Background: an optimization exercise with open tools, aiming at small area, a short achievable clock period and few clock cycles. Do not read the settings as production practice.
Only simulation tests tie the RTL to the original design; equivalence was not proved.
No activity file was given, so power comes from the tool's default toggle rates.

## flow/design.v

```verilog
module fullAdder #(
    parameter WIDTH = 32
) (
    input logic[WIDTH-1:0] operand1, operand2,
    input logic cin,
    output logic[WIDTH-1:0] result,
    output logic cout
);
    assign {cout, result} = operand1 + operand2 + cin;
endmodule
module zeroExtender (
    input logic inbit,
    output logic[31:0] extended
);
    assign extended = {31'b0, inbit};
endmodule
module mux2 #(
    parameter WIDTH = 32
) (
    input logic[WIDTH-1:0] data1, data2,
    input logic s,
    output logic[WIDTH-1:0] dout
);
    assign dout = s ? data2 : data1;
endmodule
module mux3 #(
    parameter WIDTH = 32
) (
    input logic[WIDTH - 1:0] data0, data1, data2,
    input logic[1:0] s,
    output logic[WIDTH - 1:0] dout
);
    always_comb begin
        case (s)
            2'b00: dout = data0;
            2'b01: dout = data1;
            2'b10: dout = data2;
            default: dout = 'bx;        
        endcase
    end
endmodule
module mux4 #(
    parameter WIDTH = 32
) (
    input logic[WIDTH - 1:0] data0, data1, data2, data3,
    input logic[1:0] s,
    output logic[WIDTH - 1:0] dout
);
    always_comb begin
        case (s)
            2'b00: dout = data0;
            2'b01: dout = data1;
            2'b10: dout = data2;
            2'b11: dout = data3;
            default: dout = 'bx;        
        endcase
    end
endmodule
module mux10 (
    input logic[9:0][31:0] data,
    input logic[3:0] s,
    output logic[31:0] dout
);
    always_comb begin
        if(s < 10) begin
            dout = data[s];
        end
        else begin
            dout = 32'bx;
        end
    end 
endmodule
module FlipFlop #(
    parameter WIDTH = 32
) (
    input logic clk, en, srst, arst,
    input logic[WIDTH - 1:0] d,
    output logic[WIDTH - 1:0] q
);
    always_ff @(posedge clk or negedge arst) begin 
        if(~arst) q <= 0;      
		else if(~srst) q <= 0;  
        else if(en) q <= d;   
    end   
endmodule
module FlipFlop2 #(
    parameter WIDTH = 32
) (
    input logic clk, en, srst, arst,
    input logic[WIDTH - 1:0] d0, d1,
    output logic[WIDTH - 1:0] q0, q1
);
    always_ff @(posedge clk or negedge arst) begin 
        if(~arst) begin  
            q0 <= 0; 
            q1 <= 0;
        end 
		  else if(~srst) begin  
				q0 <= 0;
				q1 <= 0;
		  end
        else if(en) begin  
            q0 <= d0;
            q1 <= d1;
        end
    end
endmodule
module ALU(
    input logic[31:0] operand1, operand2,
    input logic[3:0] control,
    output logic[31:0] result,
    output logic[3:0] flags
);
    logic[31:0] muxedOperand2, sum, ored, anded, xored, slt, sll, srl, sra, sltu;
    logic cout, sltnonext, sltunonext;
    mux2 substractionmux(operand2, ~operand2, control[0], muxedOperand2);
    fullAdder adder(operand1, muxedOperand2, control[0], sum, cout);
    assign ored = operand1 | operand2;
    assign anded = operand1 & operand2;
    assign xored = operand1 ^ operand2;
    assign sll = operand1 << operand2[4:0];
    assign srl = operand1 >> operand2[4:0];
    assign sra = $signed(operand1) >>> operand2[4:0];
    assign sltnonext = sum[31] ^ flags[3];
    zeroExtender zero(sltnonext, slt);
    assign sltunonext = ~flags[2];
    zeroExtender zero_u(sltunonext, sltu);
    assign flags[0] = &(~result);
    assign flags[1] = result[31];
    assign flags[2] = cout & ~control[1];
    assign flags[3] = ~(control[0] ^ operand1[31] ^ operand2[31]) &
        (operand1[31] ^ sum[31]) & ~control[1];
	mux10 resultmux({sltu, sra, srl, sll, slt, xored, ored, anded, sum, sum}, control, result);
endmodule
module ALUControl(
    input logic[1:0] ALUOp,
    input logic[4:0] func,  
    output logic[3:0] ALUCtrl
);
    always_comb begin
        case (ALUOp)
            2'b00: begin
                casez (func[4:1])
                    4'b000?: begin
                        if(func[0] === 1) begin
                            if(func[1] === 0) ALUCtrl = 4'd0;  
                            else ALUCtrl = 4'd1;  
                        end
                        else ALUCtrl = 4'd0;  
                    end                            
                    4'b0010: ALUCtrl = 4'd6;  
                    4'b010?: ALUCtrl = 4'd5;  
                    4'b011?: ALUCtrl = 4'd9;  
                    4'b100?: ALUCtrl = 4'd4;  
                    4'b1010: ALUCtrl = 4'd7;  
                    4'b1011: ALUCtrl = 4'd8;  
                    4'b110?: ALUCtrl = 4'd3;  
                    4'b111?: ALUCtrl = 4'd2;  
                    default: ALUCtrl = 4'bx;
                endcase
                end
            2'b01: ALUCtrl = 4'd1;
            2'b10: ALUCtrl = 4'd0;
            default: ALUCtrl = 4'bx;
        endcase
    end 
endmodule
module BranchLogic(
    input logic[2:0] funct3,
    input logic[3:0] flags,
    output logic branch
);
    always_comb begin
        case (funct3)
            3'b000: branch = flags[0];  
            3'b001: branch = ~flags[0];  
            3'b100: branch = flags[1] ^ flags[3];  
            3'b101: branch = ~(flags[1] ^ flags[3]);  
            3'b110: branch = ~flags[2];  
            3'b111: branch = flags[2];  
            default: branch = 0;
        endcase
    end
endmodule
module ImmediateGenerator(
    input logic[31:0] instruction,
    output logic[31:0] immediate
);
    always_comb begin
        case (instruction[6:0])  
            7'b0000011, 7'b0010011, 7'b1100111: immediate = {{21{instruction[31]}}, instruction[30:20]};  
            7'b0100011: immediate = {{21{instruction[31]}}, instruction[30:25], instruction[11:7]};  
            7'b1100011: immediate = {{20{instruction[31]}}, instruction[7], instruction[30:25], instruction[11:8], 1'b0};  
            7'b0010111, 7'b0110111: immediate = {instruction[31:12], 12'b0};  
            7'b1101111: immediate = {{12{instruction[31]}}, instruction[19:12], instruction[20], instruction[30:21], 1'b0};  
            default: immediate = 32'dx;
        endcase
    end
endmodule
module RegisterFile(
    input logic clk, we, rst,
    input logic[4:0] reg1, reg2, reg3,
    input logic[31:0] dataIn,
    output logic[31:0] regData1, regData2
);
    logic[31:0] registers[31:1];
    assign regData1 = (reg1 != 0) ? registers[reg1] : 32'b0;
    assign regData2 = (reg2 != 0) ? registers[reg2] : 32'b0;
    always_ff @(posedge clk) begin
        if (we && reg3 != 0) registers[reg3] <= dataIn;
    end
endmodule
module Control(
    input logic clk, arst, en, branch,
    input logic[6:0] opCode,
    output logic PCRegEN, FetchRegEN, RFRegEN, ALUOutRegEN, DataRegEN, PCRegRST, FetchRegRST, RFRegRST,
        ALUOutRegRST, memWE, Regwe, InstructionRead,
    output logic[1:0] ALUIn1Src, ALUIn2Src, ResultSrc, ALUOp
);
    typedef enum logic [3:0] {Fetch, Decode, ExecuteR, ExecuteI, 
        ExecuteLui, ExecuteAuipc, PCUpdateI, PCUpdateJ,
        RdCalculation, Comparison, RegisterWrite, PCUpdateB,
        memoryAddr, memoryRead, memoryWrite, memoryWriteBack
        } statetype;
    statetype state, nextstate;
    always_ff @(posedge clk or negedge arst) begin
        if(~arst) state <= Fetch;
        else if(en) state <= nextstate;
    end
    always_comb begin
        case(state) 
            Fetch: nextstate = Decode;
            Decode: 
                case(opCode)
                    7'b0000011, 7'b0100011: nextstate = memoryAddr;
                    7'b0010011: nextstate = ExecuteI;
                    7'b0110011: nextstate = ExecuteR;
                    7'b0010111: nextstate = ExecuteAuipc;
                    7'b0110111: nextstate = ExecuteLui;
                    7'b1100111: nextstate = PCUpdateI;
                    7'b1101111: nextstate = PCUpdateJ;
                    7'b1100011: nextstate = Comparison;
                    default: nextstate = Fetch;
                endcase
            memoryAddr: 
                if(opCode[5]) nextstate = memoryWrite;
                else nextstate = memoryRead;
            memoryWrite: nextstate = Fetch;
            memoryRead: nextstate = memoryWriteBack;
            memoryWriteBack: nextstate = Fetch;
            ExecuteR: nextstate = RegisterWrite;
            ExecuteI: nextstate = RegisterWrite;
            ExecuteAuipc: nextstate = RegisterWrite;
            ExecuteLui: nextstate = RegisterWrite;
            PCUpdateI: nextstate = RdCalculation;
            PCUpdateJ: nextstate = RdCalculation;
            RdCalculation: nextstate = RegisterWrite;
            RegisterWrite: nextstate = Fetch;
            Comparison: 
                if(branch) nextstate = PCUpdateB;
                else nextstate = Fetch;
            PCUpdateB: nextstate = Fetch;
            default: nextstate = Fetch;
        endcase
    end
    always_comb begin
        case(state)
            Fetch: begin
                PCRegEN = 1'b1;
                FetchRegEN = 1'b1;
                InstructionRead = 1'b1;
                RFRegEN = 1'b0;
                ALUOutRegEN = 1'b0;
                DataRegEN = 1'b0;
                PCRegRST = 1'b1;
                FetchRegRST = 1'b1;
                RFRegRST = 1'b1;
                ALUOutRegRST = 1'b1;
                ALUIn1Src = 2'b11;
                ALUIn2Src = 2'b10;
                ResultSrc = 2'b01;
                memWE = 1'b0;
                Regwe = 1'b0;
                ALUOp = 2'b10;
            end
            Decode: begin
                PCRegEN = 1'b0;
                FetchRegEN = 1'b0;
                InstructionRead = 1'b0;
                RFRegEN = 1'b1;
                ALUOutRegEN = 1'b0;
                DataRegEN = 1'b0;
                PCRegRST = 1'b1;
                FetchRegRST = 1'b1;
                RFRegRST = 1'b1;
                ALUOutRegRST = 1'b1;
                ALUIn1Src = 2'b00;
                ALUIn2Src = 2'b00;
                ResultSrc = 2'b00;
                memWE = 1'b0;
                Regwe = 1'b0;
                ALUOp = 2'b00;
            end
            memoryAddr: begin
                PCRegEN = 1'b0;
                FetchRegEN = 1'b0;
                InstructionRead = 1'b0;
                RFRegEN = 1'b0;
                ALUOutRegEN = 1'b1;
                DataRegEN = 1'b0;
                PCRegRST = 1'b1;
                FetchRegRST = 1'b1;
                RFRegRST = 1'b1;
                ALUOutRegRST = 1'b1;
                ALUIn1Src = 2'b00;
                ALUIn2Src = 2'b00;
                ResultSrc = 2'b00;
                memWE = 1'b0;
                Regwe = 1'b0;
                ALUOp = 2'b10;
            end
            memoryRead: begin
                PCRegEN = 1'b0;
                FetchRegEN = 1'b0;
                InstructionRead = 1'b0;
                RFRegEN = 1'b0;
                ALUOutRegEN = 1'b0;
                DataRegEN = 1'b1;
                PCRegRST = 1'b1;
                FetchRegRST = 1'b1;
                RFRegRST = 1'b1;
                ALUOutRegRST = 1'b1;
                ALUIn1Src = 2'b00;
                ALUIn2Src = 2'b00;
                ResultSrc = 2'b00;
                memWE = 1'b0;
                Regwe = 1'b0;
                ALUOp = 2'b00;
            end
            memoryWriteBack: begin
                PCRegEN = 1'b0;
                FetchRegEN = 1'b0;
                InstructionRead = 1'b0;
                RFRegEN = 1'b0;
                ALUOutRegEN = 1'b0;
                DataRegEN = 1'b0;
                PCRegRST = 1'b1;
                FetchRegRST = 1'b1;
                RFRegRST = 1'b1;
                ALUOutRegRST = 1'b1;
                ALUIn1Src = 2'b00;
                ALUIn2Src = 2'b00;
                ResultSrc = 2'b10;
                memWE = 1'b0;
                Regwe = 1'b1;
                ALUOp = 2'b00;
            end
            memoryWrite: begin
                PCRegEN = 1'b0;
                FetchRegEN = 1'b0;
                InstructionRead = 1'b0;
                RFRegEN = 1'b0;
                ALUOutRegEN = 1'b0;
                DataRegEN = 1'b0;
                PCRegRST = 1'b1;
                FetchRegRST = 1'b1;
                RFRegRST = 1'b1;
                ALUOutRegRST = 1'b1;
                ALUIn1Src = 2'b00;
                ALUIn2Src = 2'b00;
                ResultSrc = 2'b00;
                memWE = 1'b1;
                Regwe = 1'b0;
                ALUOp = 2'b00;
            end
            ExecuteR: begin
                PCRegEN = 1'b0;
                FetchRegEN = 1'b0;
                InstructionRead = 1'b0;
                RFRegEN = 1'b0;
                ALUOutRegEN = 1'b1;
                DataRegEN = 1'b0;
                PCRegRST = 1'b1;
                FetchRegRST = 1'b1;
                RFRegRST = 1'b1;
                ALUOutRegRST = 1'b1;
                ALUIn1Src = 2'b00;
                ALUIn2Src = 2'b01;
                ResultSrc = 2'b00;
                memWE = 1'b0;
                Regwe = 1'b0;
                ALUOp = 2'b00;
            end
            ExecuteI: begin
                PCRegEN = 1'b0;
                FetchRegEN = 1'b0;
                InstructionRead = 1'b0;
                RFRegEN = 1'b0;
                ALUOutRegEN = 1'b1;
                DataRegEN = 1'b0;
                PCRegRST = 1'b1;
                FetchRegRST = 1'b1;
                RFRegRST = 1'b1;
                ALUOutRegRST = 1'b1;
                ALUIn1Src = 2'b00;
                ALUIn2Src = 2'b00;
                ResultSrc = 2'b00;
                memWE = 1'b0;
                Regwe = 1'b0;
                ALUOp = 2'b00;
            end
            ExecuteAuipc: begin
                PCRegEN = 1'b0;
                FetchRegEN = 1'b0;
                InstructionRead = 1'b0;
                RFRegEN = 1'b0;
                ALUOutRegEN = 1'b1;
                DataRegEN = 1'b0;
                PCRegRST = 1'b1;
                FetchRegRST = 1'b1;
                RFRegRST = 1'b1;
                ALUOutRegRST = 1'b1;
                ALUIn1Src = 2'b10;
                ALUIn2Src = 2'b00;
                ResultSrc = 2'b00;
                memWE = 1'b0;
                Regwe = 1'b0;
                ALUOp = 2'b10;
            end
            ExecuteLui: begin
                PCRegEN = 1'b0;
                FetchRegEN = 1'b0;
                InstructionRead = 1'b0;
                RFRegEN = 1'b0;
                ALUOutRegEN = 1'b1;
                DataRegEN = 1'b0;
                PCRegRST = 1'b1;
                FetchRegRST = 1'b1;
                RFRegRST = 1'b1;
                ALUOutRegRST = 1'b1;
                ALUIn1Src = 2'b01;
                ALUIn2Src = 2'b00;
                ResultSrc = 2'b00;
                memWE = 1'b0;
                Regwe = 1'b0;
                ALUOp = 2'b10;
            end
            PCUpdateI: begin
                PCRegEN = 1'b1;
                FetchRegEN = 1'b0;
                InstructionRead = 1'b0;
                RFRegEN = 1'b0;
                ALUOutRegEN = 1'b0;
                DataRegEN = 1'b0;
                PCRegRST = 1'b1;
                FetchRegRST = 1'b1;
                RFRegRST = 1'b1;
                ALUOutRegRST = 1'b1;
                ALUIn1Src = 2'b00;
                ALUIn2Src = 2'b00;
                ResultSrc = 2'b01;
                memWE = 1'b0;
                Regwe = 1'b0;
                ALUOp = 2'b10;
            end
            PCUpdateJ: begin
                PCRegEN = 1'b1;
                FetchRegEN = 1'b0;
                InstructionRead = 1'b0;
                RFRegEN = 1'b0;
                ALUOutRegEN = 1'b0;
                DataRegEN = 1'b0;
                PCRegRST = 1'b1;
                FetchRegRST = 1'b1;
                RFRegRST = 1'b1;
                ALUOutRegRST = 1'b1;
                ALUIn1Src = 2'b10;
                ALUIn2Src = 2'b00;
                ResultSrc = 2'b01;
                memWE = 1'b0;
                Regwe = 1'b0;
                ALUOp = 2'b10;
            end
            RdCalculation: begin
                PCRegEN = 1'b0;
                FetchRegEN = 1'b0;
                InstructionRead = 1'b0;
                RFRegEN = 1'b0;
                ALUOutRegEN = 1'b1;
                DataRegEN = 1'b0;
                PCRegRST = 1'b1;
                FetchRegRST = 1'b1;
                RFRegRST = 1'b1;
                ALUOutRegRST = 1'b1;
                ALUIn1Src = 2'b10;
                ALUIn2Src = 2'b10;
                ResultSrc = 2'b00;
                memWE = 1'b0;
                Regwe = 1'b0;
                ALUOp = 2'b10;
            end
            Comparison: begin
                PCRegEN = 1'b0;
                FetchRegEN = 1'b0;
                InstructionRead = 1'b0;
                RFRegEN = 1'b0;
                ALUOutRegEN = 1'b0;
                DataRegEN = 1'b0;
                PCRegRST = 1'b1;
                FetchRegRST = 1'b1;
                RFRegRST = 1'b1;
                ALUOutRegRST = 1'b1;
                ALUIn1Src = 2'b00;
                ALUIn2Src = 2'b01;
                ResultSrc = 2'b00;
                memWE = 1'b0;
                Regwe = 1'b0;
                ALUOp = 2'b01;
            end
            PCUpdateB: begin
                PCRegEN = 1'b1;
                FetchRegEN = 1'b0;
                InstructionRead = 1'b0;
                RFRegEN = 1'b0;
                ALUOutRegEN = 1'b0;
                DataRegEN = 1'b0;
                PCRegRST = 1'b1;
                FetchRegRST = 1'b1;
                RFRegRST = 1'b1;
                ALUOutRegRST = 1'b1;
                ALUIn1Src = 2'b10;
                ALUIn2Src = 2'b00;
                ResultSrc = 2'b01;
                memWE = 1'b0;
                Regwe = 1'b0;
                ALUOp = 2'b10;
            end
            RegisterWrite: begin
                PCRegEN = 1'b0;
                FetchRegEN = 1'b0;
                InstructionRead = 1'b0;
                RFRegEN = 1'b0;
                ALUOutRegEN = 1'b0;
                DataRegEN = 1'b0;
                PCRegRST = 1'b1;
                FetchRegRST = 1'b1;
                RFRegRST = 1'b1;
                ALUOutRegRST = 1'b1;
                ALUIn1Src = 2'b00;
                ALUIn2Src = 2'b00;
                ResultSrc = 2'b00;
                memWE = 1'b0;
                Regwe = 1'b1;
                ALUOp = 2'b00;
            end
        endcase
        if(~en) begin
            PCRegEN = 1'b0;
            FetchRegEN = 1'b0;
            RFRegEN = 1'b0;
            ALUOutRegEN = 1'b0;
            DataRegEN = 1'b0;
            memWE = 1'b0;
            Regwe = 1'b0;
            InstructionRead = 1'b0;
        end
    end
endmodule
module RV32I_Multicycle(
    input logic clk, arst, en,
    input logic[31:0] data, instruction,
    output memWE, InstructionRead, DataRegEN,
    output[31:0] memAddr, memIn, pcOut
);
    logic [31:2] pcF, pcD;
    logic Dv, Ev, Wv;
    logic [31:0] A, B, I;
    logic [4:0] rdE, rdW;
    logic e_wr, e_ld, e_st, e_br, e_jalr, e_link, e_useI, e_sub, e_alt;
    logic [2:0] e_f3;
    logic [4:0] opc;
    logic [4:0] rs1, rs2, rd;
    logic [2:0] f3;
    assign opc = instruction[6:2];
    assign rs1 = instruction[19:15];
    assign rs2 = instruction[24:20];
    assign rd  = instruction[11:7];
    assign f3  = instruction[14:12];
    logic isLUI, isAUIPC, isJAL, isJALR, isBR, isLD, isST, isOPI, isOP;
    assign isLUI   = opc == 5'b01101;
    assign isAUIPC = opc == 5'b00101;
    assign isJAL   = opc == 5'b11011;
    assign isJALR  = opc == 5'b11001;
    assign isBR    = opc == 5'b11000;
    assign isLD    = opc == 5'b00000;
    assign isST    = opc == 5'b01000;
    assign isOPI   = opc == 5'b00100;
    assign isOP    = opc == 5'b01100;
    logic [31:0] immI, immS, immB, immU, immJ;
    assign immI = {{20{instruction[31]}}, instruction[31:20]};
    assign immS = {{20{instruction[31]}}, instruction[31:25], instruction[11:7]};
    assign immB = {{19{instruction[31]}}, instruction[31], instruction[7], instruction[30:25], instruction[11:8], 1'b0};
    assign immU = {instruction[31:12], 12'b0};
    assign immJ = {{11{instruction[31]}}, instruction[31], instruction[19:12], instruction[20], instruction[30:21], 1'b0};
    logic [31:2] pcImmSel, pcImm;
    assign pcImmSel = isJAL ? immJ[31:2] : isBR ? immB[31:2] : immU[31:2];
    assign pcImm = pcD + pcImmSel;
    logic [31:0] rf1, rf2, wdata, eres;
    logic [4:0] waddr;
    logic we;
    RegisterFile RV_Registerfile(
        .clk(clk),
        .we(we),
        .rst(arst),
        .reg1(rs1),
        .reg2(rs2),
        .reg3(waddr),
        .dataIn(wdata),
        .regData1(rf1),
        .regData2(rf2)
    );
    logic fE1, fE2, fW1, fW2;
    assign fE1 = Ev & e_wr & (rdE == rs1);
    assign fE2 = Ev & e_wr & (rdE == rs2);
    assign fW1 = Wv & (rdW == rs1);
    assign fW2 = Wv & (rdW == rs2);
    logic [31:0] aVal, bVal, Anext, Bnext, Inext;
    assign aVal = fE1 ? eres : fW1 ? data : rf1;
    assign bVal = fE2 ? eres : fW2 ? data : rf2;
    assign Anext = (isLUI | isAUIPC) ? 32'b0 : aVal;
    assign Bnext = (isJAL | isJALR) ? {pcF, 2'b00} : bVal;
    assign Inext = (isBR | isAUIPC) ? {pcImm, 2'b00} :
                   isLUI ? immU :
                   isST ? immS : immI;
    logic [31:0] op2, op2x, sum, addr, shOut, alu;
    logic cout, lt, ltu, eq, taken;
    assign op2 = e_useI ? I : B;
    assign op2x = e_sub ? ~op2 : op2;
    assign {cout, sum} = {1'b0, A} + {1'b0, op2x} + {32'b0, e_sub};
    assign ltu = ~cout;
    assign lt = (A[31] ^ op2[31]) ? A[31] : sum[31];
    assign eq = A == B;
    logic shl;
    logic [31:0] shIn, shR;
    assign shl = ~e_f3[2];
    always_comb for (int i = 0; i < 32; i++) shIn[i] = shl ? A[31 - i] : A[i];
    assign shR = 32'($signed({e_alt & A[31] & ~shl, shIn}) >>> op2[4:0]);
    always_comb for (int i = 0; i < 32; i++) shOut[i] = shl ? shR[31 - i] : shR[i];
    always_comb begin
        case (e_f3)
            3'b000: alu = sum;
            3'b001: alu = shOut;
            3'b010: alu = {31'b0, lt};
            3'b011: alu = {31'b0, ltu};
            3'b100: alu = A ^ op2;
            3'b101: alu = shOut;
            3'b110: alu = A | op2;
            default: alu = A & op2;
        endcase
    end
    assign eres = e_link ? B : alu;
    always_comb begin
        case (e_f3)
            3'b000: taken = eq;
            3'b001: taken = ~eq;
            3'b100: taken = lt;
            3'b101: taken = ~lt;
            3'b110: taken = ltu;
            3'b111: taken = ~ltu;
            default: taken = 1'b0;
        endcase
    end
    assign addr = A + I;
    logic stall, redirE, dJal, Dgo;
    logic [31:2] tgtE;
    assign stall  = Ev & e_ld & Dv;
    assign redirE = Ev & ((e_br & taken) | e_jalr);
    assign tgtE   = e_jalr ? addr[31:2] : I[31:2];
    assign dJal   = Dv & isJAL & ~redirE & ~stall;
    assign Dgo    = Dv & ~redirE & ~stall;
    assign we    = en & ((Ev & e_wr) | Wv);
    assign wdata = Wv ? data : eres;
    assign waddr = Wv ? rdW : rdE;
    always_ff @(posedge clk or negedge arst) begin
        if (~arst) begin
            pcF <= '0;
            Dv <= 1'b0;
            Ev <= 1'b0;
            Wv <= 1'b0;
        end else if (en) begin
            if (redirE) pcF <= tgtE;
            else if (dJal) pcF <= pcImm;
            else if (~stall) pcF <= pcF + 30'd1;
            if (~stall) Dv <= ~(redirE | dJal);
            Ev <= Dgo;
            Wv <= Ev & e_ld & (rdE != 5'd0);
        end
    end
    always_ff @(posedge clk) begin
        if (en) begin
            if (~stall) pcD <= pcF;
            rdW <= rdE;
            A <= Anext;
            B <= Bnext;
            I <= Inext;
            rdE <= rd;
            e_wr <= (isLUI | isAUIPC | isJAL | isJALR | isOPI | isOP) & (rd != 5'd0);
            e_ld <= isLD;
            e_st <= isST;
            e_br <= isBR;
            e_jalr <= isJALR;
            e_link <= isJAL | isJALR;
            e_useI <= ~(isOP | isBR);
            e_sub <= isBR | ((isOP | isOPI) & (f3 == 3'b010 | f3 == 3'b011)) |
                     (isOP & f3 == 3'b000 & instruction[30]);
            e_alt <= instruction[30];
            e_f3 <= (isOP | isOPI | isBR) ? f3 : 3'b000;
        end
    end
    assign InstructionRead = en & ~stall;
    assign pcOut = {pcF, 2'b00};
    assign DataRegEN = en & Ev & e_ld;
    assign memWE = arst & en & Ev & e_st;
    assign memAddr = addr;
    assign memIn = B;
endmodule
```

## flow/run.sh

```bash
#!/bin/bash
# synth_recipe.tcl (not shown) runs the flow's synth.tcl, then flattens the netlist and writes it again
# the make line also repeats each setting of config.mk as NAME=value (left out here)
make -C /OpenROAD-flow-scripts/flow DESIGN_CONFIG=/design/flow/config.mk WORK_HOME=/design/flow/orfs CLKGATE_MAP_FILE= SYNTH_SCRIPT=/design/flow/synth_recipe.tcl finish
```

## flow/config.mk

```make
export PLATFORM = sky130hd
export DESIGN_NAME = RV32I_Multicycle
export DESIGN_NICKNAME = RV32I_Multicycle
export VERILOG_FILES = /design/flow/design.v
export SDC_FILE = /design/flow/constraint.sdc
export NUM_CORES = 4
export LEC_CHECK = 0
export CAP_MARGIN = 20
export CORE_MARGIN = 2
export CORE_UTILIZATION = 45
export PLACE_DENSITY = 0.6
export SLEW_MARGIN = 20
```

## flow/constraint.sdc

```tcl
create_clock -name core_clock -period 8.0 [get_ports {clk}]
set_input_delay 1.6000 -clock core_clock [delete_from_list [all_inputs] [get_ports {clk}]]
set_output_delay 1.6000 -clock core_clock [all_outputs]
set_load 0.01 [all_outputs]
```

==> results of run 1 <==
## cell usage after synthesis, drive strengths merged (20+ instances only)
master,count,share of area
nand2,212,0.012
mux4,555,0.19
clkbuf,189,0.011
nor2,297,0.017
and3,24,0.0023
mux2i,317,0.048
o211ai,43,0.0048
edfxtp,1140,0.51
nor2b,30,0.0028
a21o,73,0.0083
inv,103,0.0058
o221ai,26,0.0043
a211oi,77,0.0088
a221o,27,0.0041
xnor2,104,0.014
nand4,23,0.0022
a31oi,34,0.0032
ha,156,0.029
nand2b,25,0.0023
a21oi,284,0.021
nor3,33,0.0026
buf,142,0.011
nand3,73,0.0055
o21a,20,0.0023
xor2,84,0.011
o21ai,198,0.015
o22ai,29,0.0027
mux2,36,0.0061
dfrtp,33,0.012
## cells by family (layout without fill, tap and decap cells)
| family | after synthesis | in the layout | share of synthesized area |
|---|---|---|---|
| DFF | 1173 | 1173 | 0.526 |
| AOI/OAI and AO/OA | 970 | 970 | 0.0960 |
| muxes | 908 | 908 | 0.242 |
| and+or+nand+nor | 788 | 788 | 0.0537 |
| buffers and inverters | 435 | 676 | 0.0272 |
| xor gates and xnor gates | 188 | 188 | 0.0248 |
| adders and majority gates | 159 | 159 | 0.0302 |
| other | 1 | 10 | 0.0000563 |
## cell usage in the layout, fill, tap and decap left out, drive strengths merged, types with 15 or more instances in the layout
| cell | synthesis | final |
|---|---|---|
| a21o | 73 | 73 |
| clkbuf | 189 | 153 |
| a22oi | 18 | 18 |
| nand3 | 73 | 73 |
| nand2 | 212 | 212 |
| a221oi | 16 | 16 |
| edfxtp | 1140 | 1140 |
| a221o | 27 | 27 |
| inv | 103 | 107 |
| or3 | 18 | 18 |
| nor2b | 30 | 30 |
| ha | 156 | 156 |
| nand2b | 25 | 25 |
| clkdlybuf4s50 | 0 | 149 |
| nor3 | 33 | 33 |
| nor2 | 297 | 297 |
| nand4 | 23 | 23 |
| o211ai | 43 | 43 |
| mux4 | 555 | 555 |
| nor4 | 15 | 15 |
| clkinv | 1 | 67 |
| xnor2 | 104 | 104 |
| a211oi | 77 | 77 |
| o221ai | 26 | 26 |
| mux2 | 36 | 36 |
| a31oi | 34 | 34 |
| mux2i | 317 | 317 |
| o21a | 20 | 20 |
| o21ai | 198 | 198 |
| buf | 142 | 178 |
| xor2 | 84 | 84 |
| o22ai | 29 | 29 |
| a21oi | 284 | 284 |
| dfrtp | 33 | 33 |
| and3 | 24 | 24 |
## worst register-to-register path, cell delays in order (launching register included)
cell and delay [ns]:
edfxtp_1 0.95, mux2i_1 0.82, xnor2_1 0.15, ha_1 0.39, and3_1 0.26, a221oi_1 0.33, o21ai_1 0.26, a21oi_1 0.37
o221ai_1 0.31, a211oi_1 0.39, xnor2_1 0.17, nand2_1 0.07, a31oi_1 0.73, mux2_2 0.73
## report_power, final
group	leakage [nW]	switching [mW]	total [mW]	internal, mW
registers	10.8	0.471	7.80	7.33
logic	13.0	2.75	4.41	1.66
clock network	2.12	2.63	6.17	3.54
## routing by layer
| metal | routed length (um) | vias up | share of wire |
|---|---|---|---|
| li1 | - | 19000 | - |
| met1 | 91600 | 24000 | 0.37 |
| met2 | 113000 | 2850 | 0.46 |
| met3 | 24200 | 680 | 0.099 |
| met4 | 16000 | 10 | 0.065 |
| met5 | 71 | - | 0.00029 |
## through the flow
step                      instance area [um2]  worst slack [ns]  hold WS (ns)
after floorplan                         66600              1.89         0.424
after global placement                  70900             0.887         0.627
after detailed placement                70900             0.838         0.625
after CTS                               75300              1.07         0.645
after global routing                    75400             0.766         0.651
final                                   75400             0.941         0.635
## final timing paths
kind                                     start                                    endpoint  slack [ns]  cells past startpoint
min reg2reg                pcF[29]$_DFFE_PN0P_                           pcD[29]$_DFFE_PP_        0.63                      0
max                         A[0]$_SDFFCE_PP0P_                                 memAddr[30]        0.94                     14
max in group asynchronous                 arst                         pcF[26]$_DFFE_PN0P_        6.75                      2
min in group asynchronous                 arst                          pcF[8]$_DFFE_PN0P_        0.88                      2
min                        pcF[29]$_DFFE_PN0P_                           pcD[29]$_DFFE_PP_        0.63                      0
max reg2reg                   e_useI$_DFFE_PP_  RV_Registerfile.registers[7][26]$_DFFE_PP_        1.77                     13
## flip-flops by register name, summed over array words and instances (netlist names), 3 cells and up
name / count
RV_Registerfile.registers: 992
rdE: 5
I: 32
A: 32
rdW: 5
pcF: 30
B: 32
pcD: 30
e_f3: 3
## layout make-up
cell class | instances | area (um2)
Antenna cell | 8 | 20.0
Clock inverter | 92 | 967
Inverter | 104 | 393
Multi-Input combinational cell | 3015 | 30200
Tap cell | 1930 | 2410
Clock buffer | 152 | 3400
Sequential cell | 1173 | 35100
Fill cell | 12200 | 71900
Timing Repair Buffer | 328 | 2960
==> out/metrics.cfg, run 1 <==
[global_route]
antenna_found_initial = 15
grt_pass1_wl_um = 343000
use_met3 = 0.0675
overflow = 0
grt_use_met1 = 0.422
grt_use_met2 = 0.504
grt_usage = 0.323
top_usage_layer = met2
grt_pass1_vias = 44900
grt_max_degree = 98

[cells_and_area]
final_core_util = 0.512
fin_cells = 6802
area_growth_pct = 13.2
layout-drive-gt1-share = 0.222
num-nets-final = 4980

[power]
peakVddDrop_mv = 0.210
p_leak_nw = 25.9
finalPower_mw = 18.4
p_per_area_nw_per_um2 = 244

[route]
drtPass1Iterations = 5
route.detailed.drc = 0
drt-total-wl_um = 245000
viasPerCell = 6.84
vias = 46500
drt_iter0_drc = 6436
wl_per_cell_um = 36.1
drtAntennaViolNets = 0

[die]
die_area_um2 = 151000
die_w_um = 389
initial_utilization = 0.452
rows = 141
die_h_um = 389
core_area_um2 = 147000
ios = 166

[sta]
hold_violations = 0
finalCritPeriodShare = 0.882
tns_ns = 0
finClkSkew_ns = 0.0279
rsz0062_at_grt = no
min_period_ns = 7.06
tightest_slew_ns = 1.26
finalSetupViolCount = 0
max_slew_margin = 0.155
fmax_mhz = 142
slew_viol_final = 0

[clocking]
cts.path.max_buffers = 3
htreeDepth = 4
ctsResizeCount = 0
post-cts-setup-buffer-count = 0
clock-root-buffer = clkbuf_16
cts_tree = done
cts_sinks = 1173
clk_pin_slew_ns = 0.06
insertion_delay_ns = 0.79
cts_buffers = 132
hold_buffers = 0

[critical_path]
cp_slowest_stage_delay_ns = 0.65
required_ns = 6.40
crit_type = register to output pin
worstSetupEndpointType = output pin
critPathMaxFanout = 8
worstSetupStartpointType = register
path_cells = buf_4, ha_1, inv_1, fa_1, nor2b_1, o2111ai_1, nand3_1, nand3b_1, a311oi_1, o21ai_0, o31ai_1, a31oi_1, xnor2_1, clkdlybuf4s50_1
crit_buf_inv = 3
arrival_ns = 5.46
crit_family = compound AO/OA/AOI/OAI gates
worst_path_max_delay_cell = clkdlybuf4s50_1

[synthesis]
yosysWarnings = 2
synth_edf_count = 1140
ys_types = 97
synth_flop_cell = edfxtp_1
ys_seq_area_frac = 0.526
ys_async_sr_fraction = 0.0281
synth_area_um2 = 66600
ys_ff_latch = 1173
synth_area_per_cell_um2 = 14.4
netlist_instances = 4622

[run_status]
status = complete, no violations

[place]
portBuffers = 161
hpwl_um = 160000
dp.cells = 6548
gp_congestion = 1.05

[flow_run]
drv_cap = 0

[hold_path]
hold_class = register to register

Testbench counts, summed over its fixed seeds: cycles 15,743.
==> run 2: changes to the inputs <==
--- a/flow/design.v
+++ b/flow/design.v
@@ -203,11 +203,26 @@
     input logic[31:0] dataIn,
     output logic[31:0] regData1, regData2
 );
-    logic[31:0] registers[31:1];
-    assign regData1 = (reg1 != 0) ? registers[reg1] : 32'b0;
-    assign regData2 = (reg2 != 0) ? registers[reg2] : 32'b0;
+    logic [31:1][31:0] registers;
+    logic [31:1] sel1, sel2, wsel;
+    always_comb begin
+        for (int i = 1; i < 32; i++) begin
+            sel1[i] = reg1 == 5'(i);
+            sel2[i] = reg2 == 5'(i);
+            wsel[i] = we & (reg3 == 5'(i));
+        end
+    end
+    always_comb begin
+        regData1 = 32'b0;
+        regData2 = 32'b0;
+        for (int i = 1; i < 32; i++) begin
+            regData1 = regData1 | ({32{sel1[i]}} & registers[i]);
+            regData2 = regData2 | ({32{sel2[i]}} & registers[i]);
+        end
+    end
     always_ff @(posedge clk) begin
-        if (we && reg3 != 0) registers[reg3] <= dataIn;
+        for (int i = 1; i < 32; i++)
+            if (wsel[i]) registers[i] <= dataIn;
     end
 endmodule
 module Control(
@@ -671,13 +686,17 @@
         endcase
     end
     assign addr = A + I;
-    logic stall, redirE, dJal, Dgo;
+    logic stall, replay, redirE, dJal, Dgo;
     logic [31:2] tgtE;
-    assign stall  = Ev & e_ld & Dv;
+    logic [31:0] maddr, mdata;
+    logic Mld, Mst;
+    logic [4:0] rdM;
+    assign stall  = Mld & Dv;
+    assign replay = Ev & e_ld & Dv & (rdE != 5'd0) & ((rdE == rs1) | (rdE == rs2));
     assign redirE = Ev & ((e_br & taken) | e_jalr);
     assign tgtE   = e_jalr ? addr[31:2] : I[31:2];
-    assign dJal   = Dv & isJAL & ~redirE & ~stall;
-    assign Dgo    = Dv & ~redirE & ~stall;
+    assign dJal   = Dv & isJAL & ~redirE & ~stall & ~replay;
+    assign Dgo    = Dv & ~redirE & ~stall & ~replay;
     assign we    = en & ((Ev & e_wr) | Wv);
     assign wdata = Wv ? data : eres;
     assign waddr = Wv ? rdW : rdE;
@@ -686,20 +705,29 @@
             pcF <= '0;
             Dv <= 1'b0;
             Ev <= 1'b0;
+            Mld <= 1'b0;
+            Mst <= 1'b0;
             Wv <= 1'b0;
         end else if (en) begin
             if (redirE) pcF <= tgtE;
+            else if (replay) pcF <= pcD;
             else if (dJal) pcF <= pcImm;
             else if (~stall) pcF <= pcF + 30'd1;
-            if (~stall) Dv <= ~(redirE | dJal);
+            if (redirE | replay) Dv <= 1'b0;
+            else if (~stall) Dv <= ~dJal;
             Ev <= Dgo;
-            Wv <= Ev & e_ld & (rdE != 5'd0);
+            Mld <= Ev & e_ld;
+            Mst <= Ev & e_st;
+            Wv <= Mld & (rdM != 5'd0) & ~(Ev & e_wr & (rdE == rdM));
         end
     end
     always_ff @(posedge clk) begin
         if (en) begin
             if (~stall) pcD <= pcF;
-            rdW <= rdE;
+            maddr <= addr;
+            mdata <= B;
+            rdM <= rdE;
+            rdW <= rdM;
             A <= Anext;
             B <= Bnext;
             I <= Inext;
@@ -719,8 +747,8 @@
     end
     assign InstructionRead = en & ~stall;
     assign pcOut = {pcF, 2'b00};
-    assign DataRegEN = en & Ev & e_ld;
-    assign memWE = arst & en & Ev & e_st;
-    assign memAddr = addr;
-    assign memIn = B;
+    assign DataRegEN = en & Mld;
+    assign memWE = arst & en & Mst;
+    assign memAddr = maddr;
+    assign memIn = mdata;
 endmodule
--- a/flow/config.mk
+++ b/flow/config.mk
@@ -9,4 +9,5 @@
 export CORE_MARGIN = 2
 export CORE_UTILIZATION = 45
 export PLACE_DENSITY = 0.6
+export SETUP_SLACK_MARGIN = 4.3
 export SLEW_MARGIN = 20
==> run 2 against run 1 <==
Net effect:
- still clean on timing, DRC and antenna
- critical path depth up 6
- design area is 12% higher
- synthesized area decreased by 4.3%
- die area fell by 4.3%
- cell count up 16%
- largest power group unchanged
- highest routed layer unchanged
==> out/metrics.cfg, run 2 <==
[sta]
hold_violations = 0  ; unchanged
finalCritPeriodShare = 0.612  ; -0.270
finClkSkew_ns = 0.0545  ; +0.0267 ns
fmax_mhz = 204  ; +44%
finalSetupViolCount = 0  ; unchanged
slew_viol_final = 0  ; unchanged
max_slew_margin = 0.133  ; -0.0218
tns_ns = 0  ; unchanged
tightest_slew_ns = 1.30  ; +0.0328 ns
min_period_ns = 4.90  ; -2.16 ns
rsz0062_at_grt = yes

[clocking]
hold_buffers = 0  ; unchanged
clock-root-buffer = clkbuf_16
clk_pin_slew_ns = 0.06  ; about the same
cts.path.max_buffers = 3  ; unchanged
cts_buffers = 137  ; +3.8%
cts_sinks = 1244  ; +6.1%
insertion_delay_ns = 0.83  ; +0.04 ns
htreeDepth = 4  ; unchanged
cts_tree = done

[hold_path]
hold_class = register to register
whs_endpoint = rdW[1]$_DFFE_PP_
hp-start = rdM[1]$_DFFE_PP_
holdPathStages = 0  ; unchanged

[synthesis]
yosysWarnings = 2  ; unchanged
synth_top_area_share = 0.570  ; +0.0556
ys_async_sr_fraction = 0.0281  ; about the same
synth_flop_cell = edfxtp_1
synth_edf_count = 1209  ; +6.1%
synth_area_um2 = 63700  ; -4.3%
synth_common_cells = 1209 x edfxtp_1, 434 x a22oi_1, 332 x nor2_1
synth_top_cell_by_area = edfxtp_1
ys_ff_latch = 1244  ; +6.1%
netlist_instances = 5134  ; +11%
synth_area_per_cell_um2 = 12.4  ; -14%
ys_types = 90  ; -7.2%
synth.most_common_cell = edfxtp_1
synth_area_leaders = edfxtp_1 57%, a22oi_1 5.1%, a22o_1 3.5%
ys_seq_area_frac = 0.583  ; +0.0570

[cells_and_area]
largest_reg_flops = 992  ; unchanged
final_common_cell = edfxtp_1
area_growth_pct = 32.2
layout-drive-gt1-share = 0.285  ; +0.0629
num-nets-final = 6100  ; +22%
mostFrequentLayoutCells = 1209 x edfxtp_1, 454 x buf_4, 429 x a22oi_1, 248 x a22o_1, 242 x a221oi_1
stdcell_area_um2 = 84300  ; +12%
nFillCells = 11000  ; -9.7%
multi_input_area_um2 = 30300  ; +0.25%
final-seq-area_um2 = 37200  ; +6.1%
top_register = RV_Registerfile.registers

[critical_path]
crit_type = register to register
critPathMaxFanout = 8  ; unchanged
arrival_ns = 5.44  ; -0.02 ns
reg2reg_to = RV_Registerfile.registers[219]$_DFFE_PP_
rrSetupSlack_ns = 3.10  ; +1.33 ns
required_ns = 8.54  ; +2.14 ns
worstSetupEndpointType = register
reg2reg_depth = 20  ; +7
r2r_start = e_useI$_DFFE_PP_
worstSetupStartpointType = register

[power]
p_leak_nw = 29.4  ; +13%
p_per_area_nw_per_um2 = 253  ; +3.7%
peakVddDrop_mv = 0.181  ; -14%

[place]
gp_congestion = 1.02  ; -2.8%
hpwl_um = 201000  ; +26%
placed_area_um2 = 69400  ; -2.2%
portBuffers = 161  ; unchanged

[global_route]
antenna_found_initial = 21  ; +6
grt_pass1_wl_um = 465000  ; +35%
grt_usage = 0.465  ; +0.142
grt_max_degree = 67  ; -32%
overflow = 0  ; unchanged
grt_pass1_vias = 56300  ; +25%

[route]
drtAntennaViolNets = 0  ; unchanged
highest_layer = met5
vias = 61500  ; +32%
met2_length_um = 138000  ; +22%
viasPerCell = 7.80  ; +14%
drt_iter0_drc = 13200  ; +110%
wl_met3_um = 60800  ; +150%
wl_per_cell_um = 44.5  ; +24%
drtPass1Iterations = 13  ; +8
drt-total-wl_um = 351000  ; +43%
wl_met1_um = 109000  ; +19%
route.detailed.drc = 0  ; unchanged

[flow_run]
drv_cap = 0  ; unchanged

[die]
die_area_um2 = 145000  ; -4.3%
rows = 138  ; -2.1%
die_w_um = 380  ; -2.2%
ios = 166  ; unchanged
die_h_um = 380  ; -2.2%
core_area_um2 = 141000  ; -4.2%
initial_utilization = 0.452  ; about the same

[run_status]
status = complete, no violations

==> run 2: changes by cell type after synthesis, moves of 62 or more <==
cell,change
buf_2,-62
clkbuf_1,+99
a222oi_1,+66
a22oi_1,+416
a221oi_1,+236
a22o_1,+239
edfxtp_1,+69
nand4_1,+125
mux4_2,-520
mux2i_1,-192
nand3_1,+92
a21oi_1,-62
==> run 2: through the flow <==
step | hold slack (ns) | power [mW] | instances | utilization | setup slack [ns]
5_1_grt | 0.515 | 21.7 | 7870 | 0.597 | 3.05
3_3_place_gp | 0.483 | 12.6 | 7045 | 0.491 | 1.62
6_report | 0.503 | 21.3 | 7877 | 0.597 | 3.10
2_1_floorplan | 0.424 | 10.7 | 5135 | - | 3.01
4_1_cts | 0.500 | 20.2 | 7699 | 0.573 | 3.39
3_5_place_dp | 0.483 | 12.6 | 7047 | 0.492 | 1.65
==> run 2: cell type report <==
class / instances / share of cell area
sequential: 1244 / 0.441
multi-input combinational: 3495 / 0.359
timing repair buffer: 887 / 0.114
clock buffer: 169 / 0.0437
tap: 1890 / 0.0281
clock inverter: 71 / 0.00811
inverter: 108 / 0.00520
antenna: 12 / 0.000356
timing repair inverter: 1 / 0.0000891
==> run 2: kinds of logic after synthesis <==
group,after synthesis,share of synthesized area
compound gates,1791,0.212
flops,1244,0.583
simple gates,1096,0.0820
buf+inv,468,0.0286
xor+xnor,190,0.0261
mux,185,0.0367
fa+ha+maj,159,0.0316
other cells,1,0.0000588
==> run 2: layer usage <==
metal	vias to the layer above	global-route usage
li1	22700	-
met1	29200	0.537
met2	6982	0.646
met3	2473	0.222
met4	40	0.388
met5	-	0.0284
==> run 2: worst max-delay path by stage <==
stage	to	startpoint	slack [ns]	cells past startpoint
after global routing	RV_Registerfile.registers[539]$_DFFE_PP_	e_useI$_DFFE_PP_	3.05	20
final	RV_Registerfile.registers[219]$_DFFE_PP_	e_useI$_DFFE_PP_	3.10	20
after detailed placement	pcF[29]$_DFFE_PN0P_	instruction[5]	1.65	21
after floorplan	I[30]$_DFFE_PP_	instruction[5]	3.01	18
after global placement	pcF[19]$_DFFE_PN0P_	instruction[5]	1.62	19
after CTS	pcF[7]$_DFFE_PN0P_	e_useI$_DFFE_PP_	3.39	18
==> run 2: worst max-delay path, stage by stage, from the launching register on <==
cell and delay (ns):
edfxtp_1 0.42, buf_12 0.18, buf_16 0.14, buf_12 0.15
mux2i_4 0.20, xnor2_1 0.24, ha_1 0.30, a21o_1 0.18
a21o_1 0.20, a21oi_2 0.27, o211ai_4 0.19, buf_12 0.17
buf_6 0.10, buf_6 0.11, a31oi_4 0.21, o21ai_2 0.11
xor2_2 0.17, a221oi_4 0.58, o31ai_4 0.17, buf_6 0.19
mux2_4 0.32
==> run 2: where the power goes <==
group	internal, mW	switching (mW)
Combinational	2.78	3.68
Clock	3.63	2.74
Sequential	7.87	0.601
==> run 2: what timing repair did <==
item | in CTS | in global routing
pin swaps | 219 | 188
setup buffers | 338 | 138
endpoints found under the setup margin | 1252 | 1245
gates resized for setup | 648 | 340
cloned | 74 | 28
Testbench counts of run 2, summed over its fixed seeds: cycles 15,793.
==> run 3: changes to the inputs <==
--- a/flow/design.v
+++ b/flow/design.v
@@ -588,13 +588,13 @@
     output[31:0] memAddr, memIn, pcOut
 );
     logic [31:2] pcF, pcD;
-    logic Dv, Ev, Wv;
-    logic [31:0] A, B, I;
-    logic [4:0] rdE, rdW;
-    logic e_wr, e_ld, e_st, e_br, e_jalr, e_link, e_useI, e_sub, e_alt;
-    logic [2:0] e_f3;
-    logic [4:0] opc;
-    logic [4:0] rs1, rs2, rd;
+    logic Dv, Ev, Mld, Mst, Wv;
+    logic [31:0] A, X, B, maddr, mdata;
+    logic [4:0] rdE, rdM, rdW, shamt;
+    logic e_wr, e_ld, e_st, e_br, e_jalr, e_sub, e_sra;
+    logic s_add, s_sh, s_shl, s_slt, s_sltu, s_xor, s_or, s_and, s_b;
+    logic b_eq, b_ne, b_lt, b_ge, b_ltu, b_geu;
+    logic [4:0] opc, rs1, rs2, rd;
     logic [2:0] f3;
     assign opc = instruction[6:2];
     assign rs1 = instruction[19:15];
@@ -617,10 +617,11 @@
     assign immB = {{19{instruction[31]}}, instruction[31], instruction[7], instruction[30:25], instruction[11:8], 1'b0};
     assign immU = {instruction[31:12], 12'b0};
     assign immJ = {{11{instruction[31]}}, instruction[31], instruction[19:12], instruction[20], instruction[30:21], 1'b0};
-    logic [31:2] pcImmSel, pcImm;
-    assign pcImmSel = isJAL ? immJ[31:2] : isBR ? immB[31:2] : immU[31:2];
-    assign pcImm = pcD + pcImmSel;
-    logic [31:0] rf1, rf2, wdata, eres;
+    logic [31:2] pcB, pcU, pcJ;
+    assign pcB = pcD + immB[31:2];
+    assign pcU = {pcD[31:12] + immU[31:12], pcD[11:2]};
+    assign pcJ = pcD + immJ[31:2];
+    logic [31:0] rf1, rf2, wdata;
     logic [4:0] waddr;
     logic we;
     RegisterFile RV_Registerfile(
@@ -634,71 +635,78 @@
         .regData1(rf1),
         .regData2(rf2)
     );
-    logic fE1, fE2, fW1, fW2;
-    assign fE1 = Ev & e_wr & (rdE == rs1);
-    assign fE2 = Ev & e_wr & (rdE == rs2);
+    logic fE1, fE2, fW1, fW2, eAdd, eOth;
+    assign eAdd = Ev & e_wr & s_add;
+    assign eOth = Ev & e_wr & ~s_add;
+    assign fE1 = rdE == rs1;
+    assign fE2 = rdE == rs2;
     assign fW1 = Wv & (rdW == rs1);
     assign fW2 = Wv & (rdW == rs2);
-    logic [31:0] aVal, bVal, Anext, Bnext, Inext;
-    assign aVal = fE1 ? eres : fW1 ? data : rf1;
-    assign bVal = fE2 ? eres : fW2 ? data : rf2;
-    assign Anext = (isLUI | isAUIPC) ? 32'b0 : aVal;
-    assign Bnext = (isJAL | isJALR) ? {pcF, 2'b00} : bVal;
-    assign Inext = (isBR | isAUIPC) ? {pcImm, 2'b00} :
+    logic [31:0] aVal, bVal, Xnext, Bnext, eOther;
+    assign aVal = (eAdd & fE1) ? sum : (eOth & fE1) ? eOther : fW1 ? data : rf1;
+    assign bVal = (eAdd & fE2) ? sum : (eOth & fE2) ? eOther : fW2 ? data : rf2;
+    logic useImm, dSub;
+    assign useImm = ~(isOP | isBR);
+    assign dSub = isBR | ((isOP | isOPI) & (f3 == 3'b010 | f3 == 3'b011)) |
+                  (isOP & f3 == 3'b000 & instruction[30]);
+    assign Xnext = (useImm ? (isST ? immS : immI) : bVal) ^ {32{dSub}};
+    assign Bnext = (isJAL | isJALR) ? {pcF, 2'b00} :
                    isLUI ? immU :
-                   isST ? immS : immI;
-    logic [31:0] op2, op2x, sum, addr, shOut, alu;
-    logic cout, lt, ltu, eq, taken;
-    assign op2 = e_useI ? I : B;
-    assign op2x = e_sub ? ~op2 : op2;
-    assign {cout, sum} = {1'b0, A} + {1'b0, op2x} + {32'b0, e_sub};
-    assign ltu = ~cout;
-    assign lt = (A[31] ^ op2[31]) ? A[31] : sum[31];
-    assign eq = A == B;
-    logic shl;
-    logic [31:0] shIn, shR;
-    assign shl = ~e_f3[2];
-    always_comb for (int i = 0; i < 32; i++) shIn[i] = shl ? A[31 - i] : A[i];
-    assign shR = 32'($signed({e_alt & A[31] & ~shl, shIn}) >>> op2[4:0]);
-    always_comb for (int i = 0; i < 32; i++) shOut[i] = shl ? shR[31 - i] : shR[i];
-    always_comb begin
-        case (e_f3)
-            3'b000: alu = sum;
-            3'b001: alu = shOut;
-            3'b010: alu = {31'b0, lt};
-            3'b011: alu = {31'b0, ltu};
-            3'b100: alu = A ^ op2;
-            3'b101: alu = shOut;
-            3'b110: alu = A | op2;
-            default: alu = A & op2;
-        endcase
-    end
-    assign eres = e_link ? B : alu;
+                   isAUIPC ? {pcU, 2'b00} :
+                   isBR ? {pcB, 2'b00} : bVal;
+    logic [31:0] sum, shOut;
+    logic lt, ltu, eq, taken;
+    assign sum = A + X + {31'b0, e_sub};
+    logic [31:0] cg [0:5];
+    logic [31:0] cp [0:5];
+    logic lowC;
     always_comb begin
-        case (e_f3)
-            3'b000: taken = eq;
-            3'b001: taken = ~eq;
-            3'b100: taken = lt;
-            3'b101: taken = ~lt;
-            3'b110: taken = ltu;
-            3'b111: taken = ~ltu;
-            default: taken = 1'b0;
-        endcase
+        for (int i = 0; i < 31; i++) begin
+            cg[0][i] = A[i] & X[i];
+            cp[0][i] = A[i] | X[i];
+        end
+        cg[0][31] = 1'b0;
+        cp[0][31] = 1'b1;
+        for (int l = 0; l < 5; l++)
+            for (int i = 0; i < (32 >> (l + 1)); i++) begin
+                cg[l + 1][i] = cg[l][2 * i + 1] | (cp[l][2 * i + 1] & cg[l][2 * i]);
+                cp[l + 1][i] = cp[l][2 * i + 1] & cp[l][2 * i];
+            end
+        for (int l = 1; l < 6; l++)
+            for (int i = (32 >> l); i < 32; i++) begin
+                cg[l][i] = 1'b0;
+                cp[l][i] = 1'b0;
+            end
+        lowC = cg[5][0] | cp[5][0];
     end
-    assign addr = A + I;
+    assign ltu = (A[31] == X[31]) ? ~A[31] : ~lowC;
+    assign lt  = (A[31] == X[31]) ?  A[31] : ~lowC;
+    assign eq = &(A ^ X);
+    logic [31:0] shIn, shR;
+    always_comb for (int i = 0; i < 32; i++) shIn[i] = s_shl ? A[31 - i] : A[i];
+    assign shR = 32'($signed({e_sra & A[31], shIn}) >>> shamt);
+    always_comb for (int i = 0; i < 32; i++) shOut[i] = s_shl ? shR[31 - i] : shR[i];
+    assign eOther = ({32{s_sh}} & shOut) |
+                    ({32{s_xor}} & (A ^ X)) |
+                    ({32{s_or}} & (A | X)) |
+                    ({32{s_and}} & (A & X)) |
+                    ({32{s_b}} & B) |
+                    {31'b0, (s_slt & lt) | (s_sltu & ltu)};
+    assign taken = (b_eq & eq) | (b_ne & ~eq) | (b_lt & lt) | (b_ge & ~lt) |
+                   (b_ltu & ltu) | (b_geu & ~ltu);
     logic stall, replay, redirE, dJal, Dgo;
     logic [31:2] tgtE;
-    logic [31:0] maddr, mdata;
-    logic Mld, Mst;
-    logic [4:0] rdM;
     assign stall  = Mld & Dv;
     assign replay = Ev & e_ld & Dv & (rdE != 5'd0) & ((rdE == rs1) | (rdE == rs2));
     assign redirE = Ev & ((e_br & taken) | e_jalr);
-    assign tgtE   = e_jalr ? addr[31:2] : I[31:2];
+    assign tgtE   = e_jalr ? sum[31:2] : B[31:2];
     assign dJal   = Dv & isJAL & ~redirE & ~stall & ~replay;
     assign Dgo    = Dv & ~redirE & ~stall & ~replay;
+    logic [31:2] pcSeq, pcNext;
+    assign pcSeq  = replay ? pcD : stall ? pcF : pcF + 30'd1;
+    assign pcNext = dJal ? pcJ : redirE ? tgtE : pcSeq;
     assign we    = en & ((Ev & e_wr) | Wv);
-    assign wdata = Wv ? data : eres;
+    assign wdata = Wv ? data : s_add ? sum : eOther;
     assign waddr = Wv ? rdW : rdE;
     always_ff @(posedge clk or negedge arst) begin
         if (~arst) begin
@@ -709,10 +717,7 @@
             Mst <= 1'b0;
             Wv <= 1'b0;
         end else if (en) begin
-            if (redirE) pcF <= tgtE;
-            else if (replay) pcF <= pcD;
-            else if (dJal) pcF <= pcImm;
-            else if (~stall) pcF <= pcF + 30'd1;
+            pcF <= pcNext;
             if (redirE | replay) Dv <= 1'b0;
             else if (~stall) Dv <= ~dJal;
             Ev <= Dgo;
@@ -724,25 +729,37 @@
     always_ff @(posedge clk) begin
         if (en) begin
             if (~stall) pcD <= pcF;
-            maddr <= addr;
+            maddr <= sum;
             mdata <= B;
             rdM <= rdE;
             rdW <= rdM;
-            A <= Anext;
+            A <= aVal;
+            X <= Xnext;
+            shamt <= useImm ? instruction[24:20] : bVal[4:0];
             B <= Bnext;
-            I <= Inext;
             rdE <= rd;
             e_wr <= (isLUI | isAUIPC | isJAL | isJALR | isOPI | isOP) & (rd != 5'd0);
             e_ld <= isLD;
             e_st <= isST;
             e_br <= isBR;
             e_jalr <= isJALR;
-            e_link <= isJAL | isJALR;
-            e_useI <= ~(isOP | isBR);
-            e_sub <= isBR | ((isOP | isOPI) & (f3 == 3'b010 | f3 == 3'b011)) |
-                     (isOP & f3 == 3'b000 & instruction[30]);
-            e_alt <= instruction[30];
-            e_f3 <= (isOP | isOPI | isBR) ? f3 : 3'b000;
+            e_sub <= dSub;
+            e_sra <= instruction[30] & f3[2];
+            s_add <= (isOP | isOPI) & (f3 == 3'b000);
+            s_sh <= (isOP | isOPI) & (f3 == 3'b001 | f3 == 3'b101);
+            s_shl <= ~f3[2];
+            s_slt <= (isOP | isOPI) & (f3 == 3'b010);
+            s_sltu <= (isOP | isOPI) & (f3 == 3'b011);
+            s_xor <= (isOP | isOPI) & (f3 == 3'b100);
+            s_or <= (isOP | isOPI) & (f3 == 3'b110);
+            s_and <= (isOP | isOPI) & (f3 == 3'b111);
+            s_b <= isJAL | isJALR | isLUI | isAUIPC;
+            b_eq <= f3 == 3'b000;
+            b_ne <= f3 == 3'b001;
+            b_lt <= f3 == 3'b100;
+            b_ge <= f3 == 3'b101;
+            b_ltu <= f3 == 3'b110;
+            b_geu <= f3 == 3'b111;
         end
     end
     assign InstructionRead = en & ~stall;
--- a/flow/config.mk
+++ b/flow/config.mk
@@ -7,7 +7,9 @@
 export LEC_CHECK = 0
 export CAP_MARGIN = 20
 export CORE_MARGIN = 2
-export CORE_UTILIZATION = 45
-export PLACE_DENSITY = 0.6
-export SETUP_SLACK_MARGIN = 4.3
+export CORE_UTILIZATION = 40
+export CTS_CLUSTER_DIAMETER = 80
+export CTS_CLUSTER_SIZE = 30
+export PLACE_DENSITY = 0.55
+export SETUP_SLACK_MARGIN = 4.1
 export SLEW_MARGIN = 20
==> run 3 against run 2 <==
Net effect:
- largest power group unchanged
- first-iteration DRC count is 7.9% lower
- clock power shrank about 20%
- utilization is 10 points lower
- hold slack improved by 0.0023 ns
- maximum frequency up 21%
- combinational power decreased by 5.1%
- synthesized cell count increased by 7.0%
- global-route usage shrank 5.5 points
==> out/metrics.cfg, run 3 <==
[place]
hpwl_um = 219000  ; +9.3%
portBuffers = 161  ; unchanged
pre_cts_ws_ns = 1.32  ; -0.323 ns
placed_area_um2 = 71300  ; +2.8%
gp_congestion = 0.997  ; -2.6%

[critical_path]
path_cells = buf_6, nand2b_4, buf_12, nor2_4, buf_4, buf_4, a22oi_1, nand2_1, nor4_1, nand3_1, o211ai_1, o21ai_0, o32a_1
r2r_start = X[12]$_DFFE_PP_
reg2reg_depth = 16  ; -20%
rrSetupSlack_ns = 3.97  ; +0.87 ns
worstSetupStartpointType = input pin
reg2reg_to = pcF[11]$_DFFE_PN0P_
crit_type = input pin to register
required_ns = 8.54  ; about the same
cp_slowest_stage_delay_ns = 0.36  ; -0.22 ns
worstSetupEndpointType = register
cpMostUsedCell = buf_4
arrival_ns = 4.58  ; -0.86 ns
critPathMaxFanout = 10  ; +2
worst_path_max_delay_cell = o211ai_1

[cells_and_area]
area_growth_pct = 23.4
multi_input_area_um2 = 29500  ; -2.5%
layout-drive-gt1-share = 0.230  ; -0.0546
top_register = RV_Registerfile.registers
num-nets-final = 6098  ; -0.033%
mostFrequentLayoutCells = 1224 x edfxtp_1, 625 x a22oi_1, 419 x buf_4, 405 x nand2_1, 208 x nor2_1
stdcell_area_um2 = 80900  ; -4.0%
nFillCells = 14100  ; +28%
final_common_cell = edfxtp_1
final-seq-area_um2 = 37600  ; +1.2%
largest_reg_flops = 992  ; unchanged

[die]
initial_utilization = 0.403  ; -0.0489
die_h_um = 409  ; +7.5%
die_w_um = 409  ; +7.5%
core_area_um2 = 163000  ; +15%
rows = 148  ; +7.2%
ios = 166  ; unchanged
die_area_um2 = 167000  ; +16%

[sta]
max_slew_margin = 0.124  ; -0.00857
finalSetupViolCount = 0  ; unchanged
whs_ns = 0.505  ; +0.00233 ns
finClkSkew_ns = 0.112  ; +0.0575 ns
tightest_slew_ns = 1.31  ; +0.0129 ns
finalCritPeriodShare = 0.505  ; -0.107
slew_viol_final = 0  ; unchanged
hold_violations = 0  ; unchanged
min_period_ns = 4.04  ; -0.854 ns
tns_ns = 0  ; unchanged
setup_slack_ns = 3.96  ; +0.854 ns
rsz0062_at_grt = yes
fmax_mhz = 247  ; +21%

[power]
p_leak_nw = 27.4  ; -7.0%
peakVddDrop_mv = 0.240  ; +32%
p_per_area_nw_per_um2 = 246  ; -2.7%

[global_route]
grt_use_met2 = 0.605  ; -0.0411
antenna_found_initial = 23  ; +9.5%
grt_use_met1 = 0.492  ; -0.0447
overflow = 0  ; unchanged
grt_usage = 0.410  ; -0.0552
top_usage_layer = met2
grt_max_degree = 73  ; +9.0%
use_met3 = 0.149  ; -0.0728
grt_pass1_wl_um = 473000  ; +1.7%
grt_pass1_vias = 55700  ; -1.1%

[synthesis]
synth_area_um2 = 65600  ; +2.9%
synth_top_cell_by_area = edfxtp_1
ys_seq_area_frac = 0.574  ; -0.00956
synth_flop_cell = edfxtp_1
synth_top_area_share = 0.560  ; -0.00917
ys_async_sr_fraction = 0.0278  ; -0.000335
synth_edf_count = 1224  ; +1.2%
netlist_instances = 5493  ; +7.0%
synth_common_cells = 1224 x edfxtp_1, 629 x a22oi_1, 415 x nand2_1
synth_area_per_cell_um2 = 11.9  ; -3.8%
ys_types = 92  ; +2.2%
yosysWarnings = 4  ; +2
synth.most_common_cell = edfxtp_1
ys_ff_latch = 1259  ; +1.2%
synth_area_leaders = edfxtp_1 56%, a22oi_1 7.2%, nand2_1 2.4%

[hold_path]
holdPathStages = 0  ; unchanged
hp-start = rdM[0]$_DFFE_PP_
whs_endpoint = rdW[0]$_DFFE_PP_
hold_class = register to register

[clocking]
htreeDepth = 3  ; -1
cts_buffers = 83  ; -39%
clk_pin_slew_ns = 0.11  ; +0.05 ns
hold_buffers = 0  ; unchanged
insertion_delay_ns = 0.79  ; -0.04 ns
cts_tree = done
cts_sinks = 1259  ; +1.2%
clock-root-buffer = clkbuf_16
cts.path.max_buffers = 3  ; unchanged

[route]
drtAntennaViolNets = 0  ; unchanged
drt_iter0_drc = 12200  ; -7.9%
viasPerCell = 7.40  ; -5.2%
route.detailed.drc = 0  ; unchanged
drt-total-wl_um = 358000  ; +2.0%
wl_per_cell_um = 43.9  ; -1.5%
vias = 60400  ; -1.8%
drtPass1Iterations = 12  ; -1

[flow_run]
drv_cap = 0  ; unchanged

[run_status]
status = complete, no violations

-- run 3: cell types whose count changed after synthesis, sizes merged, moves of 26 or more --
cell    previous run  this run
nor3              71       111
clkbuf           288       331
a221oi           252       158
nand4            148       122
inv              104       142
a22o             253       143
ha               156       117
nand2            225       415
o211ai            30        83
o21ai            158       242
o22ai             55        29
a22oi            434       629
mux4              35        69
-- run 3: stage by stage --
stage | utilization | std cells | total power [mW]
after floorplan | - | 5494 | 11.2
after global placement | 0.438 | 7652 | 13.5
after detailed placement | 0.438 | 7655 | 13.6
after CTS | 0.484 | 8053 | 19.2
after global routing | 0.497 | 8152 | 20.3
final | 0.497 | 8159 | 19.9
-- run 3: worst max path at each step --
stage / slack, ns / startpoint / endpoint / depth (start not counted)
after floorplan: 3.74 / en / InstructionRead / 3
after global placement: 1.30 / instruction[21] / B[2]$_DFFE_PP_ / 12
after detailed placement: 1.32 / instruction[21] / B[2]$_DFFE_PP_ / 11
after CTS: 3.85 / Wv$_DFFE_PN0P_ / RV_Registerfile.registers[940]$_DFFE_PP_ / 6
after global routing: 3.87 / A[0]$_DFFE_PP_ / pcF[11]$_DFFE_PN0P_ / 18
final: 3.96 / instruction[23] / B[25]$_DFFE_PP_ / 13
-- run 3: per-layer routing --
layer / wire length (um) / up-vias / part of all wire
met1: 118000 / 29500 / 0.33
li1: - / 23000 / -
met3: 53700 / 1857 / 0.15
met5: 526 / - / 0.0015
met2: 149000 / 6014 / 0.42
met4: 36100 / 43 / 0.10
-- run 3: power breakdown --
part | internal, mW | switching, mW
Combinational | 2.28 | 3.85
Clock | 2.22 | 2.90
Sequential | 8.14 | 0.500
-- run 3: repair_timing --
action / CTS / global route
cloned: 15 / 15
gates resized for setup: 501 / 260
endpoints found under the setup margin: 1134 / 813
setup buffers: 232 / 80
pin swaps: 114 / 104
-- run 3: kinds of logic after synthesis --
family | after synthesis | synth area share
mux | 206 | 0.0452
other cells | 1 | 0.0000572
fa+ha+maj | 122 | 0.0238
xor+xnor | 176 | 0.0235
buf+inv | 552 | 0.0328
flops | 1259 | 0.574
simple gates | 1324 | 0.0953
compound gates | 1853 | 0.205
-- run 3: area by class of cell --
| type | instances | share of cell area |
|---|---|---|
| clock buffers | 85 | 0.0260 |
| repair inverters | 1 | 0.0000619 |
| multi-input cells | 3698 | 0.365 |
| flip-flops and latches | 1259 | 0.465 |
| clock inverters | 66 | 0.0129 |
| repair buffers | 723 | 0.0901 |
| inverters | 143 | 0.00704 |
| well taps | 2175 | 0.0336 |
| diodes | 9 | 0.000278 |
-- run 3: critical path, delay by kind of cell --
kind	cells	cell delay, ns
AO/OA/AOI/OAI	4	1.18
AND/OR/NAND/NOR	5	0.90
buffers and inverters	4	0.86
Testbench counts of run 3, summed over its fixed seeds: cycles 15,793.

afterwards: timing with drivers on the ports:
The flow's constraints put no driver on any port. The routed layouts listed below were extracted and timed again, unchanged, in two steps.
Step 1 assumes that a clkbuf_16 drives the clock port and a buf_2 every other input.
Step 2 also shifts input and output timing later by t, the mid clock arrival at the registers, as if the neighbouring blocks saw the same clock.
a / b / c = no drivers / after step 1 / after step 2; a / b = the first two.
| run | t, ns | setup slack, ns | cell pins on the clock port's net |
|---|---|---|---|
| run 1 | 0.855 | 0.941 / 0.860 / 0.734 | 1 |
| run 2 | 0.883 | 3.103 / 3.103 / 2.658 | 1 |
| run 3 | 0.816 | 3.957 / 3.782 / 3.112 | 1 |
After both steps every run listed still meets setup and hold. The setup slack of run 3, which loses most, moves by -0.175 ns with the drivers and by -0.845 ns with both steps.
